Context: an optimization exercise on an open-source flow, tuned for small area, a short achievable clock period and few clock cycles per item. The choices shown serve that exercise and are no tape-out recipe.
Power is estimated from default activity; no workload was simulated.

==> trial 66 <==
Design sort_32_u8, start of the top module:
module sort_32_u8(
    input clk,
    input rst_n,
    input vld_in,
    input [7:0] din_0,
    input [7:0] din_1,
    input [7:0] din_2,
    input [7:0] din_3,
    input [7:0] din_4,
    input [7:0] din_5,
    input [7:0] din_6,
    input [7:0] din_7,
    input [7:0] din_8,
    input [7:0] din_9,
    input [7:0] din_10,
    input [7:0] din_11,
    input [7:0] din_12,
    input [7:0] din_13,
    input [7:0] din_14,
    input [7:0] din_15,
    input [7:0] din_16,
    input [7:0] din_17,
    input [7:0] din_18,
    input [7:0] din_19,
    input [7:0] din_20,
    input [7:0] din_21,
    input [7:0] din_22,
    input [7:0] din_23,
    input [7:0] din_24,
    input [7:0] din_25,
    input [7:0] din_26,
    input [7:0] din_27,
    input [7:0] din_28,
    input [7:0] din_29,
    input [7:0] din_30,
    input [7:0] din_31,
    output vld_out,
    output [7:0] dout_0,
    output [7:0] dout_1,
    output [7:0] dout_2,
    output [7:0] dout_3,
    output [7:0] dout_4,
    output [7:0] dout_5,
    output [7:0] dout_6,
    output [7:0] dout_7,
    output [7:0] dout_8,
    output [7:0] dout_9,
    output [7:0] dout_10,
    output [7:0] dout_11,
    output [7:0] dout_12,
    output [7:0] dout_13,
    output [7:0] dout_14,
    output [7:0] dout_15,
    output [7:0] dout_16,
    output [7:0] dout_17,
    output [7:0] dout_18,
    output [7:0] dout_19,
    output [7:0] dout_20,
    output [7:0] dout_21,
    output [7:0] dout_22,
    output [7:0] dout_23,
    output [7:0] dout_24,
    output [7:0] dout_25,
    output [7:0] dout_26,
    output [7:0] dout_27,
    output [7:0] dout_28,
    output [7:0] dout_29,
    output [7:0] dout_30,
    output [7:0] dout_31
);
export LEC_CHECK = 0
export CAP_MARGIN = 20
export CORE_MARGIN = 2
export CORE_UTILIZATION = 45
export PLACE_DENSITY = 0.55
export SLEW_MARGIN = 20
create_clock -name core_clock -period 5.5 [get_ports {clk}]
run.sh (not shown) runs the stock make flow with config.mk's settings and CLKGATE_MAP_FILE= SYNTH_SCRIPT=/design/flow/synth_recipe.tcl, a recipe that flattens the netlist after the stock synthesis.
==> inputs of build 42, as changes to trial 66 <==
--- a/flow/design.v
+++ b/flow/design.v
@@ -64,29 +64,14 @@
     output [7:0] dout_26,
     output [7:0] dout_27,
     output [7:0] dout_28,
     output [7:0] dout_29,
     output [7:0] dout_30,
     output [7:0] dout_31
 );
-    function gt8(input [7:0] a, input [7:0] b);
-        reg [7:0] g1, e1; reg [3:0] g2, e2; reg [1:0] g3, e3; integer i;
-        begin
-            g1 = a & ~b; e1 = ~(a ^ b);
-            for (i = 0; i < 4; i = i + 1) begin
-                g2[i] = g1[2*i+1] | (e1[2*i+1] & g1[2*i]);
-                e2[i] = e1[2*i+1] & e1[2*i];
-            end
-            for (i = 0; i < 2; i = i + 1) begin
-                g3[i] = g2[2*i+1] | (e2[2*i+1] & g2[2*i]);
-                e3[i] = e2[2*i+1] & e2[2*i];
-            end
-            gt8 = g3[1] | (e3[1] & g3[0]);
-        end
-    endfunction
     reg [3:0] cnt;
     reg busy, vld_r;
     wire [3:0] cnt_nx = vld_in ? 4'd1 : cnt + 1'b1;
     wire busy_nx = vld_in | (busy & (cnt != 11));
     always @(posedge clk or negedge rst_n) begin
         if (!rst_n) begin
             cnt <= 0;
@@ -95,55 +80,59 @@
         end else begin
             if (vld_in | busy) cnt <= cnt_nx;
             busy <= busy_nx;
             vld_r <= busy_nx & (cnt_nx == 11);
         end
     end
     assign vld_out = vld_r;
-    reg en0_r; reg [4:0] ds0_r;
-    reg en0_t; reg [4:0] ds0_t;
+    reg en0_r, fl0_r; reg [4:0] ds0_r;
+    reg en0_t, fl0_t; reg [4:0] ds0_t;
     always @(*) begin
-        en0_t = 1'b0; ds0_t = 5'd0;
+        en0_t = 1'b0; fl0_t = 1'b0; ds0_t = 5'd0;
         case (cnt_nx)
-            4'd3: begin en0_t = 1'b1; ds0_t = 5'd4; end
-            4'd5: begin en0_t = 1'b1; ds0_t = 5'd4; end
-            4'd7: begin en0_t = 1'b1; ds0_t = 5'd4; end
-            4'd8: begin en0_t = 1'b1; ds0_t = 5'd1; end
-            4'd9: begin en0_t = 1'b1; ds0_t = 5'd0; end
-            4'd10: begin en0_t = 1'b1; ds0_t = 5'd0; end
+            4'd3: begin en0_t = 1'b1; fl0_t = 1'b0; ds0_t = 5'd4; end
+            4'd5: begin en0_t = 1'b1; fl0_t = 1'b0; ds0_t = 5'd4; end
+            4'd7: begin en0_t = 1'b1; fl0_t = 1'b0; ds0_t = 5'd4; end
+            4'd8: begin en0_t = 1'b1; fl0_t = 1'b0; ds0_t = 5'd1; end
+            4'd9: begin en0_t = 1'b1; fl0_t = 1'b0; ds0_t = 5'd0; end
+            4'd10: begin en0_t = 1'b1; fl0_t = 1'b0; ds0_t = 5'd0; end
             default: ;
         endcase
     end
     always @(posedge clk) begin
         en0_r <= en0_t;
+        fl0_r <= fl0_t;
         ds0_r <= ds0_t;
     end
     wire en0 = en0_r;
+    wire fl0 = fl0_r;
     wire [4:0] ds0 = ds0_r;
-    reg en1_r; reg [4:0] ds1_r;
-    reg en1_t; reg [4:0] ds1_t;
+    reg en1_r, fl1_r; reg [4:0] ds1_r;
+    reg en1_t, fl1_t; reg [4:0] ds1_t;
     always @(*) begin
-        en1_t = 1'b0; ds1_t = 5'd0;
+        en1_t = 1'b0; fl1_t = 1'b0; ds1_t = 5'd0;
         case (cnt_nx)
-            4'd2: begin en1_t = 1'b1; ds1_t = 5'd2; end
-            4'd4: begin en1_t = 1'b1; ds1_t = 5'd2; end
-            4'd5: begin en1_t = 1'b1; ds1_t = 5'd4; end
-            4'd6: begin en1_t = 1'b1; ds1_t = 5'd2; end
-            4'd7: begin en1_t = 1'b1; ds1_t = 5'd4; end
-            4'd8: begin en1_t = 1'b1; ds1_t = 5'd0; end
-            4'd9: begin en1_t = 1'b1; ds1_t = 5'd0; end
-            4'd10: begin en1_t = 1'b1; ds1_t = 5'd0; end
+            4'd2: begin en1_t = 1'b1; fl1_t = 1'b1; ds1_t = 5'd2; end
+            4'd4: begin en1_t = 1'b1; fl1_t = 1'b1; ds1_t = 5'd2; end
+            4'd5: begin en1_t = 1'b1; fl1_t = 1'b1; ds1_t = 5'd4; end
+            4'd6: begin en1_t = 1'b1; fl1_t = 1'b1; ds1_t = 5'd2; end
+            4'd7: begin en1_t = 1'b1; fl1_t = 1'b1; ds1_t = 5'd4; end
+            4'd8: begin en1_t = 1'b1; fl1_t = 1'b1; ds1_t = 5'd0; end
+            4'd9: begin en1_t = 1'b1; fl1_t = 1'b1; ds1_t = 5'd0; end
+            4'd10: begin en1_t = 1'b1; fl1_t = 1'b1; ds1_t = 5'd0; end
             default: ;
         endcase
     end
     always @(posedge clk) begin
         en1_r <= en1_t;
+        fl1_r <= fl1_t;
         ds1_r <= ds1_t;
     end
     wire en1 = vld_in ? 1'b1 : en1_r;
+    wire fl1 = vld_in ? 1'b1 : fl1_r;
     wire [4:0] ds1 = vld_in ? 5'd2 : ds1_r;
     wire [7:0] din [0:31];
     assign din[0] = din_0;
     assign din[1] = din_1;
     assign din[2] = din_2;
     assign din[3] = din_3;
     assign din[4] = din_4;
@@ -173,39 +162,41 @@
     assign din[28] = din_28;
     assign din[29] = din_29;
     assign din[30] = din_30;
     assign din[31] = din_31;
     wire [7:0] v0 [0:31];
     wire [7:0] v1 [0:31];
     wire [7:0] v2 [0:31];
+    reg [7:0] r [0:31];
     genvar i;
     generate for (i = 0; i < 32; i = i + 1) begin : g_in
         assign v0[i] = r[i];
     end endgenerate
     generate for (i = 0; i < 16; i = i + 1) begin : g_ce0
         localparam [4:0] X0 = ((i >> 1) << 2) | (i & 1);
         localparam [4:0] X1 = X0 + 2;
-        wire [7:0] a = v0[X0];
-        wire [7:0] b = v0[X1];
-        wire desc = |(ds0 & X0);
-        wire sw = en0 & (gt8(a, b) ^ desc);
-        assign v1[X0] = vld_in ? din[X0] : (sw ? b : a);
-        assign v1[X1] = vld_in ? din[X1] : (sw ? a : b);
+        wire desc = fl0 ^ (|(ds0 & X0));
+        wire s1, s0;
+        ce_ctl3 u_c (.a(v0[X0]), .b(v0[X1]), .en(en0), .desc(desc), .ld(vld_in), .s1(s1), .s0(s0));
+        genvar j;
+        for (j = 0; j < 8; j = j + 1) begin : g_b
+            ce_sel3 u_s (.a(v0[X0][j]), .b(v0[X1][j]), .d0(din[X0][j]), .d1(din[X1][j]), .ld(vld_in), .s1(s1), .s0(s0), .y0(v1[X0][j]), .y1(v1[X1][j]));
+        end
     end endgenerate
     generate for (i = 0; i < 16; i = i + 1) begin : g_ce1
         localparam [4:0] X0 = ((i >> 0) << 1) | (i & 0);
         localparam [4:0] X1 = X0 + 1;
-        wire [7:0] a = v1[X0];
-        wire [7:0] b = v1[X1];
-        wire desc = |(ds1 & X0);
-        wire sw = en1 & (gt8(a, b) ^ desc);
-        assign v2[X0] = sw ? b : a;
-        assign v2[X1] = sw ? a : b;
+        wire desc = fl1 ^ (|(ds1 & X0));
+        wire s1, s0;
+        ce_ctl2 u_c (.a(v1[X0]), .b(v1[X1]), .en(en1), .desc(desc), .s1(s1), .s0(s0));
+        genvar j;
+        for (j = 0; j < 8; j = j + 1) begin : g_b
+            ce_sel2 u_s (.a(v1[X0][j]), .b(v1[X1][j]), .s1(s1), .s0(s0), .y0(v2[X0][j]), .y1(v2[X1][j]));
+        end
     end endgenerate
-    reg [7:0] r [0:31];
     always @(posedge clk) begin
         r[0] <= v2[0];
         r[1] <= v2[4];
         r[2] <= v2[8];
         r[3] <= v2[12];
         r[4] <= v2[2];
         r[5] <= v2[6];
@@ -265,7 +256,50 @@
     assign dout_26 = r[7];
     assign dout_27 = r[23];
     assign dout_28 = r[11];
     assign dout_29 = r[27];
     assign dout_30 = r[15];
     assign dout_31 = r[31];
 endmodule
+module ce_ctl2(input [7:0] a, input [7:0] b, input en, input desc, output s1, output s0);
+    reg [7:0] g1, e1; reg [3:0] g2, e2; reg [1:0] g3, e3; reg gt; integer i;
+    always @(*) begin
+        g1 = a & ~b; e1 = ~(a ^ b);
+        for (i = 0; i < 4; i = i + 1) begin
+            g2[i] = g1[2*i+1] | (e1[2*i+1] & g1[2*i]);
+            e2[i] = e1[2*i+1] & e1[2*i];
+        end
+        for (i = 0; i < 2; i = i + 1) begin
+            g3[i] = g2[2*i+1] | (e2[2*i+1] & g2[2*i]);
+            e3[i] = e2[2*i+1] & e2[2*i];
+        end
+        gt = g3[1] | (e3[1] & g3[0]);
+    end
+    assign s1 = en & (gt ^ desc);
+    assign s0 = ~s1;
+endmodule
+module ce_ctl3(input [7:0] a, input [7:0] b, input en, input desc, input ld, output s1, output s0);
+    reg [7:0] g1, e1; reg [3:0] g2, e2; reg [1:0] g3, e3; reg gt; integer i;
+    always @(*) begin
+        g1 = a & ~b; e1 = ~(a ^ b);
+        for (i = 0; i < 4; i = i + 1) begin
+            g2[i] = g1[2*i+1] | (e1[2*i+1] & g1[2*i]);
+            e2[i] = e1[2*i+1] & e1[2*i];
+        end
+        for (i = 0; i < 2; i = i + 1) begin
+            g3[i] = g2[2*i+1] | (e2[2*i+1] & g2[2*i]);
+            e3[i] = e2[2*i+1] & e2[2*i];
+        end
+        gt = g3[1] | (e3[1] & g3[0]);
+    end
+    wire sw = en & (gt ^ desc);
+    assign s1 = ~ld & sw;
+    assign s0 = ~ld & ~sw;
+endmodule
+module ce_sel2(input a, input b, input s1, input s0, output y0, output y1);
+    assign y0 = ~((s1 & b) | (s0 & a));
+    assign y1 = ~((s1 & a) | (s0 & b));
+endmodule
+module ce_sel3(input a, input b, input d0, input d1, input ld, input s1, input s0, output y0, output y1);
+    assign y0 = ~((ld & d0) | (s1 & b) | (s0 & a));
+    assign y1 = ~((ld & d1) | (s1 & a) | (s0 & b));
+endmodule
Settings changed: ABC_CLOCK_PERIOD_IN_PS set to 3000, CORE_UTILIZATION 45 to 40, PLACE_DENSITY 0.55 to 0.5, SETUP_SLACK_MARGIN set to 2.5, SYNTH_HIERARCHICAL set to 1, SYNTH_MINIMUM_KEEP_SIZE set to 0.
==> comparison table <==
Status: trial 66 complete, no violations; build 42 complete, no violations
Global routing usage on met1: trial 66 48.5%; build 42 52.0%
Number of standard cells after synthesis: trial 66 2511; build 42 1925
Leakage power summed over all cells: trial 66 0.0127 uW; build 42 0.0150 uW
Initial Utilization: trial 66 45.6%; build 42 40.3%
Crit path max-delay cell type: trial 66 sky130_fd_sc_hd__inv_1; build 42 sky130_fd_sc_hd__a222oi_1
Number of non-clock inverters in the layout: trial 66 251; build 42 257
Post-layout min period: trial 66 5.21 ns; build 42 4.11 ns
Per-cell via count in the routed design: trial 66 5.76; build 42 6.75
Clock network contribution to total cell area: trial 66 4.31%; build 42 2.80%
Global-route wire length before repair: trial 66 130000 um; build 42 155000 um
CP startpoint: trial 66 en0_r; build 42 ds0[2]
Post-synthesis adder-cell area fraction: trial 66 13.6%; build 42 15.1%
Avg Cell Area, Syn: trial 66 8.24 um^2; build 42 9.69 um^2
Routed wl met2: trial 66 41300 um; build 42 50900 um
Power Internal: trial 66 9390 uW; build 42 14600 uW
Clock Power Share: trial 66 14.1%; build 42 8.0%
Starting DRC count in detailed routing: trial 66 1988; build 42 4999
Post-route cell area: trial 66 28000 um^2; build 42 37100 um^2
No functional check of the RTL was part of any run of this note.

## separate check: timing with driven ports
Ports are ideal in the flow. The routed layouts listed here were re-timed in OpenROAD.
Step 1, drivers: a clkbuf_16 drives clk and a buf_2 each remaining input, both assumed.
Step 2 times the ports against the registers' clock, not the clock port: input delays grow and output delays shrink by t, the midpoint of the rising clock arrivals with the driver on.
Three values: no drivers, after step 1, after step 2; two values: the first two.
| run | shift t [ns] | setup slack, ns | latest minus earliest clock arrival (ns) | worst slew at a driven data input, ns |
|---|---|---|---|---|
| trial 66 | 0.610 | 0.287 / 0.287 / 0.287 | 0.022 / 0.022 | 0.09 |
| build 42 | 0.667 | 1.387 / 1.387 / 0.851 | 0.027 / 0.027 | 0.18 |
After both steps setup and hold are still met in every run listed. The setup slack of build 42, which loses most, moves by 0.000 ns with the drivers and by -0.536 ns with both steps.
